Background: an optimization exercise with open tools, aiming at small area. Do not read the settings as production practice. Where RTL was checked, it was by simulation tests only, not by an equivalence proof against the original. No activity file was given, so power comes from the tool's default toggle rates.

==> module debounce, before the edit <==
module debounce(
    input clk, rst,
    input in,
    output reg out
    );
localparam [12:0] CNT0 = 13'd3184;    
localparam [12:0] INV  = 13'b0101010101010;
reg [12:0] cnt_q;
reg        key_reg;
wire [12:0] cnt = cnt_q ^ INV;
wire low_zero = ~|cnt[11:0];
wire fb       = (cnt[12] ^ cnt[3] ^ cnt[2] ^ cnt[0]) & ~low_zero;
wire at_4999  = cnt[12] & low_zero;
always @(posedge clk, posedge rst) begin
    if (rst) begin
        key_reg <= 1'b0;
        cnt_q   <= CNT0 ^ INV;
    end else begin
        key_reg <= in;
        if (key_reg != in)
            cnt_q <= CNT0 ^ INV;
        else
            cnt_q <= {cnt[11:0], fb} ^ INV;
    end
end
always @(posedge clk, posedge rst) begin
    if (rst)
        out <= 1'b0;
    else if (at_4999)
        out <= in;
end
endmodule
==> module vga_drive, before the edit <==
module vga_drive(
    input clk, rst,
    input rgb_data,
    output hsync, vsync,
    output [2:0] vga_rgb,
    output [9:0] hpos,
    output [9:0] vpos,
    output line_end
);
reg [9:0] h;
reg [9:0] v;
reg [9:0] h_inc, v_inc;
reg       hc, vc;
integer   i;
always @* begin
    hc = 1'b1;
    vc = 1'b1;
    for (i = 0; i < 10; i = i + 1) begin
        h_inc[i] = h[i] ^ hc;
        hc       = hc & h[i];
        v_inc[i] = v[i] ^ vc;
        vc       = vc & v[i];
    end
end
assign line_end = hc;    
wire v_wrap = ~v[9] & (&v[8:5]) & v[3] & v[1];
always @(posedge clk, posedge rst) begin
    if (rst)
        h <= 10'd224;
    else
        h <= h_inc | {2'b00, {3{line_end}}, 5'b00000};
end
always @(posedge clk, posedge rst) begin
    if (rst)
        v <= 10'd990;
    else if (line_end)
        v <= v_wrap ? 10'd990 : v_inc;
end
assign hsync = h[9] | (h[8] & (h[7] | h[6]));
assign vsync = ~(&v[9:6] & ~v[5] & (&v[4:1]));
wire disp = (h[9] | (h[8] & (h[7] | (h[6] & h[5] & h[4])))) & ~(&h[9:4]) &
            ~v[9] & (|v[8:0]);
assign vga_rgb = {3{disp & rgb_data}};
assign hpos = h;
assign vpos = v;
endmodule
clock: 10.0 ns
lec_check: 0
cap_margin: 20
core_margin: 2
core_utilization: 60
place_density: 0.8
slew_margin: 20
standard.sh (not shown) runs the stock make flow with config.mk's settings and CLKGATE_MAP_FILE= SYNTH_SCRIPT=/design/flow/synth_recipe.tcl, a recipe that flattens the netlist after the stock synthesis.
==> flow/flow/run.sh <==
#!/bin/bash
# Layout: the standard flow, with a smaller clock tree (no dummy loads)
# and single-strength port buffers. Each tool's output goes to flow.log.
set -euo pipefail
export CTS_ARGS="-sink_clustering_enable -repair_clock_nets -dont_use_dummy_load -buf_list sky130_fd_sc_hd__clkbuf_8 -sink_clustering_size 30 -sink_clustering_max_diameter 100"
export BUFFER_PORTS_ARGS="-buffer_cell sky130_fd_sc_hd__buf_1"
bash standard.sh > flow.log 2>&1
==> next run, changes <==
--- a/flow/design.v
+++ b/flow/design.v
@@ -4,11 +4,11 @@
     output reg out
     );
-localparam [12:0] CNT0 = 13'd3184;    
-localparam [12:0] INV  = 13'b0101010101010;
+localparam [12:0] CNT0 = 13'd7232;    
+localparam [12:0] INV  = 13'b1010101010101;
 reg [12:0] cnt_q;
 reg        key_reg;
 wire [12:0] cnt = cnt_q ^ INV;
 wire low_zero = ~|cnt[11:0];
-wire fb       = (cnt[12] ^ cnt[3] ^ cnt[2] ^ cnt[0]) & ~low_zero;
+wire fb       = (cnt[12] ^ cnt[2]) & ~low_zero;
 wire at_4999  = cnt[12] & low_zero;
 always @(posedge clk, posedge rst) begin
@@ -44,13 +44,17 @@
 reg [9:0] h_inc, v_inc;
 reg       hc, vc;
-integer   i;
+integer   i, j;
 always @* begin
     hc = 1'b1;
-    vc = 1'b1;
     for (i = 0; i < 10; i = i + 1) begin
         h_inc[i] = h[i] ^ hc;
         hc       = hc & h[i];
-        v_inc[i] = v[i] ^ vc;
-        vc       = vc & v[i];
+    end
+end
+always @* begin
+    vc = &h;
+    for (j = 0; j < 10; j = j + 1) begin
+        v_inc[j] = v[j] ^ vc;
+        vc       = vc & v[j];
     end
 end
@@ -63,9 +67,12 @@
         h <= h_inc | {2'b00, {3{line_end}}, 5'b00000};
 end
+wire v_load = line_end & v_wrap;
+wire [9:0] v_next = (v_inc | {v_load, 4'b0000, v_load, 1'b0, v_load, 2'b00}) &
+                    ~{4'b0000, v_load, 4'b0000, v_load};
 always @(posedge clk, posedge rst) begin
     if (rst)
         v <= 10'd990;
-    else if (line_end)
-        v <= v_wrap ? 10'd990 : v_inc;
+    else
+        v <= v_next;
 end
 assign hsync = h[9] | (h[8] & (h[7] | h[6]));
Outcome: Wire length is lower by 8.5%; clock skew increases by 5.6 ps; combinational power drops by 6.1%; critical path depth fell by 1; total power goes down by 1.2%; area after synthesis drops by 0.71%; utilization drops by 0.60 points; fmax is higher by 3.5%.

---

The RTL this note starts from:
==> flow/design.v <==
module debounce(
    input clk, rst,
    input in,
    output reg out
    );
localparam [12:0] CNT0 = 13'd3184;    
reg [12:0] cnt;
reg        key_reg;
wire low_zero = ~|cnt[11:0];
wire fb       = (cnt[12] ^ cnt[3] ^ cnt[2] ^ cnt[0]) & ~low_zero;
wire at_4999  = cnt[12] & low_zero;
always @(posedge clk, posedge rst) begin
    if (rst) begin
        key_reg <= 1'b0;
        cnt     <= CNT0;
    end else begin
        key_reg <= in;
        if (key_reg != in)
            cnt <= CNT0;
        else
            cnt <= {cnt[11:0], fb};
    end
end
always @(posedge clk, posedge rst) begin
    if (rst)
        out <= 1'b0;
    else if (at_4999)
        out <= in;
end
endmodule
module vga_drive(
    input clk, rst,
    input rgb_data,
    output hsync, vsync,
    output [2:0] vga_rgb,
    output [9:0] hpos,
    output [9:0] vpos,
    output line_end
);
reg [9:0] h;
reg [9:0] v;
reg [9:0] h_inc, v_inc;
reg       hc, vc;
integer   i;
always @* begin
    hc = 1'b1;
    vc = 1'b1;
    for (i = 0; i < 10; i = i + 1) begin
        h_inc[i] = h[i] ^ hc;
        hc       = hc & h[i];
        v_inc[i] = v[i] ^ vc;
        vc       = vc & v[i];
    end
end
assign line_end = hc;    
wire v_wrap = ~v[9] & (&v[8:5]) & v[3] & v[1];
always @(posedge clk, posedge rst) begin
    if (rst)
        h <= 10'd224;
    else
        h <= h_inc | {2'b00, {3{line_end}}, 5'b00000};
end
always @(posedge clk, posedge rst) begin
    if (rst)
        v <= 10'd990;
    else if (line_end)
        v <= v_wrap ? 10'd990 : v_inc;
end
assign hsync = h[9] | (h[8] & (h[7] | h[6]));
assign vsync = ~(&v[9:6] & ~v[5] & (&v[4:1]));
wire disp = (h[9] | (h[8] & (h[7] | (h[6] & h[5] & h[4])))) & ~(&h[9:4]) &
            ~v[9] & (|v[8:0]);
assign vga_rgb = {3{disp & rgb_data}};
assign hpos = h;
assign vpos = v;
endmodule
module pong(
    input clk, rst,
    input [9:0] hpos, vpos,
    input line_end,
    input btn_up, btn_down,
    output reg rgb_data
);
reg [9:0] bx;        
reg [8:0] by;        
reg [8:0] py;        
reg       x_dir, y_dir;
reg [1:0] lines;     
reg [2:0] tick_n;    
wire up, down;
debounce deb_up  (.clk(clk), .rst(rst), .in(btn_up),   .out(up));
debounce deb_down(.clk(clk), .rst(rst), .in(btn_down), .out(down));
function [10:0] sub10;
    input [9:0] a, b;
    integer k;
    reg c;
    begin
        c = 1'b1;
        for (k = 0; k < 10; k = k + 1) begin
            sub10[k] = a[k] ^ ~b[k] ^ c;
            c = (a[k] & ~b[k]) | (a[k] & c) | (~b[k] & c);
        end
        sub10[10] = ~c;
    end
endfunction
function ltc;
    input [9:0] a, c;
    integer k;
    begin
        ltc = 1'b0;
        for (k = 0; k < 10; k = k + 1)
            ltc = c[k] ? (~a[k] | ltc) : (~a[k] & ltc);
    end
endfunction
function [9:0] step10;
    input [9:0] a;
    input dn, en;
    integer k;
    reg t;
    begin
        t = en;
        for (k = 0; k < 10; k = k + 1) begin
            step10[k] = a[k] ^ t;
            t = t & (a[k] ^ dn);
        end
    end
endfunction
reg [9:0] tick_h;
always @* begin
    case (tick_n)
        3'd0: tick_h = 10'd323;
        3'd1: tick_h = 10'd423;
        3'd2: tick_h = 10'd523;
        3'd3: tick_h = 10'd623;
        3'd4: tick_h = 10'd723;
        3'd5: tick_h = 10'd823;
        3'd6: tick_h = 10'd923;
        default: tick_h = 10'd1023;
    endcase
end
wire tick = (&lines) && (hpos == tick_h);
always @(posedge clk, posedge rst) begin
    if (rst) begin
        lines  <= 2'd0;
        tick_n <= 3'd0;
    end else begin
        if (tick) begin
            tick_n <= step10({7'd0, tick_n}, 1'b0, 1'b1);
            lines  <= 2'd0;
        end else if (line_end && !(&lines))
            lines <= {lines[1] | lines[0], ~lines[0] | lines[1]};
    end
end
wire at_left  = (bx == 10'd387);
wire at_right = (bx == 10'd967);
wire [10:0] rel = sub10({1'b0, by}, {1'b0, py});
wire hit = (~rel[9] & ~rel[8] & ~rel[7] & ltc({3'd0, rel[6:0]}, 10'd121)) |
           (rel[9] & (&rel[8:5]) & ~ltc({5'd0, rel[4:0]}, 10'd12));
always @(posedge clk, posedge rst) begin
    if (rst) begin
        x_dir <= 1'b1;
        y_dir <= 1'b1;
    end else begin
        if (hit) begin
            if (at_left)
                x_dir <= 1'b1;
            else if (at_right)
                x_dir <= 1'b0;
        end
        if (~|by)
            y_dir <= 1'b1;
        else if (by[8] & by[7] & by[6] & by[3] & by[2])    
            y_dir <= 1'b0;
    end
end
wire py_top = ~|py;
wire py_bot = py[8] & py[6] & py[5] & py[3];
wire p_up = tick & up & ~down & ~py_top;
wire p_dn = tick & down & ~up & ~py_bot;
always @(posedge clk, posedge rst) begin
    if (rst) begin
        bx <= 10'd687;
        by <= 9'd240;
        py <= 9'd100;
    end else begin
        bx <= step10(bx, ~x_dir, tick);
        by <= step10({1'b0, by}, ~y_dir, tick);
        py <= step10({1'b0, py}, p_up, p_up | p_dn);
    end
end
wire x0 = (hpos == 10'd367);
wire [8:0] y = vpos[8:0] & {9{~x0}};
wire [10:0] dx = sub10(hpos, bx);
wire bx_wrap = ~ltc(bx, 10'd347) & ltc(bx, 10'd367);
wire in_ball_x = ~|dx[9:5] & ltc({5'd0, dx[4:0]}, 10'd20) & ~bx_wrap;
wire [10:0] dy = sub10({1'b0, y}, {1'b0, by});
wire in_ball_y = ~dy[10] & ~|dy[9:5] & ltc({5'd0, dy[4:0]}, 10'd20);
wire [10:0] dp = sub10({1'b0, y}, {1'b0, py});
wire in_pad_y = ~dp[10] & ~|dp[9:7] & ltc({3'd0, dp[6:0]}, 10'd121);
wire in_pad_x = ltc(hpos, 10'd387) | ~ltc(hpos, 10'd987);
always @(posedge clk)
    rgb_data <= (in_ball_x & in_ball_y) | (in_pad_x & in_pad_y);
endmodule
module pong_top(
    input clk, rst,
    input btn_up, btn_down,
    output hsync, vsync,
    output [2:0] vga_rgb
    );
wire       rgb_data_w;
wire [9:0] hpos_w;
wire [9:0] vpos_w;
wire       line_end_w;
vga_drive vga_driver_u(.clk (clk),
                       .rst (rst),
                       .rgb_data (rgb_data_w),
                       .hsync (hsync),
                       .vsync (vsync),
                       .vga_rgb (vga_rgb),
                       .hpos (hpos_w),
                       .vpos (vpos_w),
                       .line_end (line_end_w));
pong pong_u(.clk (clk),
            .rst (rst),
            .hpos (hpos_w),
            .vpos (vpos_w),
            .line_end (line_end_w),
            .btn_up (btn_up),
            .btn_down (btn_down),
            .rgb_data (rgb_data_w));
endmodule
make LEC_CHECK=0 CAP_MARGIN=20 CORE_MARGIN=2 CORE_UTILIZATION=60 CTS_BUF_LIST=sky130_fd_sc_hd__clkbuf_8 CTS_CLUSTER_SIZE=50 PLACE_DENSITY=0.8 SLEW_MARGIN=20 finish   # period 10.0 ns
run.sh (not shown) runs the stock make flow with config.mk's settings and CLKGATE_MAP_FILE= SYNTH_SCRIPT=/design/flow/synth_recipe.tcl, a recipe that flattens the netlist after the stock synthesis.
Stock flow here: none of the scripts above is used.
Change:
--- a/flow/design.v
+++ b/flow/design.v
@@ -5,6 +5,8 @@
     );
 localparam [12:0] CNT0 = 13'd3184;    
-reg [12:0] cnt;
+localparam [12:0] INV  = 13'b0101010101010;
+reg [12:0] cnt_q;
 reg        key_reg;
+wire [12:0] cnt = cnt_q ^ INV;
 wire low_zero = ~|cnt[11:0];
 wire fb       = (cnt[12] ^ cnt[3] ^ cnt[2] ^ cnt[0]) & ~low_zero;
@@ -13,11 +15,11 @@
     if (rst) begin
         key_reg <= 1'b0;
-        cnt     <= CNT0;
+        cnt_q   <= CNT0 ^ INV;
     end else begin
         key_reg <= in;
         if (key_reg != in)
-            cnt <= CNT0;
+            cnt_q <= CNT0 ^ INV;
         else
-            cnt <= {cnt[11:0], fb};
+            cnt_q <= {cnt[11:0], fb} ^ INV;
     end
 end
@@ -139,5 +141,5 @@
     endcase
 end
-wire tick = (&lines) && (hpos == tick_h);
+wire tick = (&lines) && (&(hpos | ~tick_h));
 always @(posedge clk, posedge rst) begin
     if (rst) begin
@@ -190,12 +192,11 @@
 end
 wire x0 = (hpos == 10'd367);
-wire [8:0] y = vpos[8:0] & {9{~x0}};
 wire [10:0] dx = sub10(hpos, bx);
 wire bx_wrap = ~ltc(bx, 10'd347) & ltc(bx, 10'd367);
 wire in_ball_x = ~|dx[9:5] & ltc({5'd0, dx[4:0]}, 10'd20) & ~bx_wrap;
-wire [10:0] dy = sub10({1'b0, y}, {1'b0, by});
-wire in_ball_y = ~dy[10] & ~|dy[9:5] & ltc({5'd0, dy[4:0]}, 10'd20);
-wire [10:0] dp = sub10({1'b0, y}, {1'b0, py});
-wire in_pad_y = ~dp[10] & ~|dp[9:7] & ltc({3'd0, dp[6:0]}, 10'd121);
+wire [10:0] dy = sub10({1'b0, vpos[8:0]}, {1'b0, by});
+wire in_ball_y = x0 ? ~|by : (~dy[10] & ~|dy[9:5] & ltc({5'd0, dy[4:0]}, 10'd20));
+wire [10:0] dp = sub10({1'b0, vpos[8:0]}, {1'b0, py});
+wire in_pad_y = x0 ? py_top : (~dp[10] & ~|dp[9:7] & ltc({3'd0, dp[6:0]}, 10'd121));
 wire in_pad_x = ltc(hpos, 10'd387) | ~ltc(hpos, 10'd987);
 always @(posedge clk)
Final cell count stays the same; core utilization rises by 0.12 points; setup slack got worse by 0.19 ns; global-route usage is about the same; fmax came out lower by 3.5%; design area is about the same; sequential power barely changes.
Only the layout flow was run in the second run of this note; the RTL was not checked for function there.

-- re-timing with driven ports --
The results above use ideal ports. As a check the final layouts listed here were re-extracted and re-timed, cells and wires unchanged.
Step 1 assumes that a clkbuf_16 drives the clock port and a buf_2 every other input.
Step 2 times the ports against the registers' clock, not the clock port: input delays grow and output delays shrink by t, the midpoint of the rising clock arrivals with the driver on.
Slacks: no drivers / after step 1 / after step 2; pairs: no drivers / after step 1.
run	t (ns)	setup WS [ns]	worst data-port slew with drivers (ns)
the first run of note 1	0.359	3.779 / 3.779 / 3.779	0.03
the second run of note 1	0.374	3.991 / 3.991 / 3.991	0.03
the first run of note 2	0.398	4.848 / 4.848 / 4.848	0.03
the second run of note 2	0.393	4.660 / 4.660 / 4.660	0.03
After both steps every run listed still meets setup and hold.
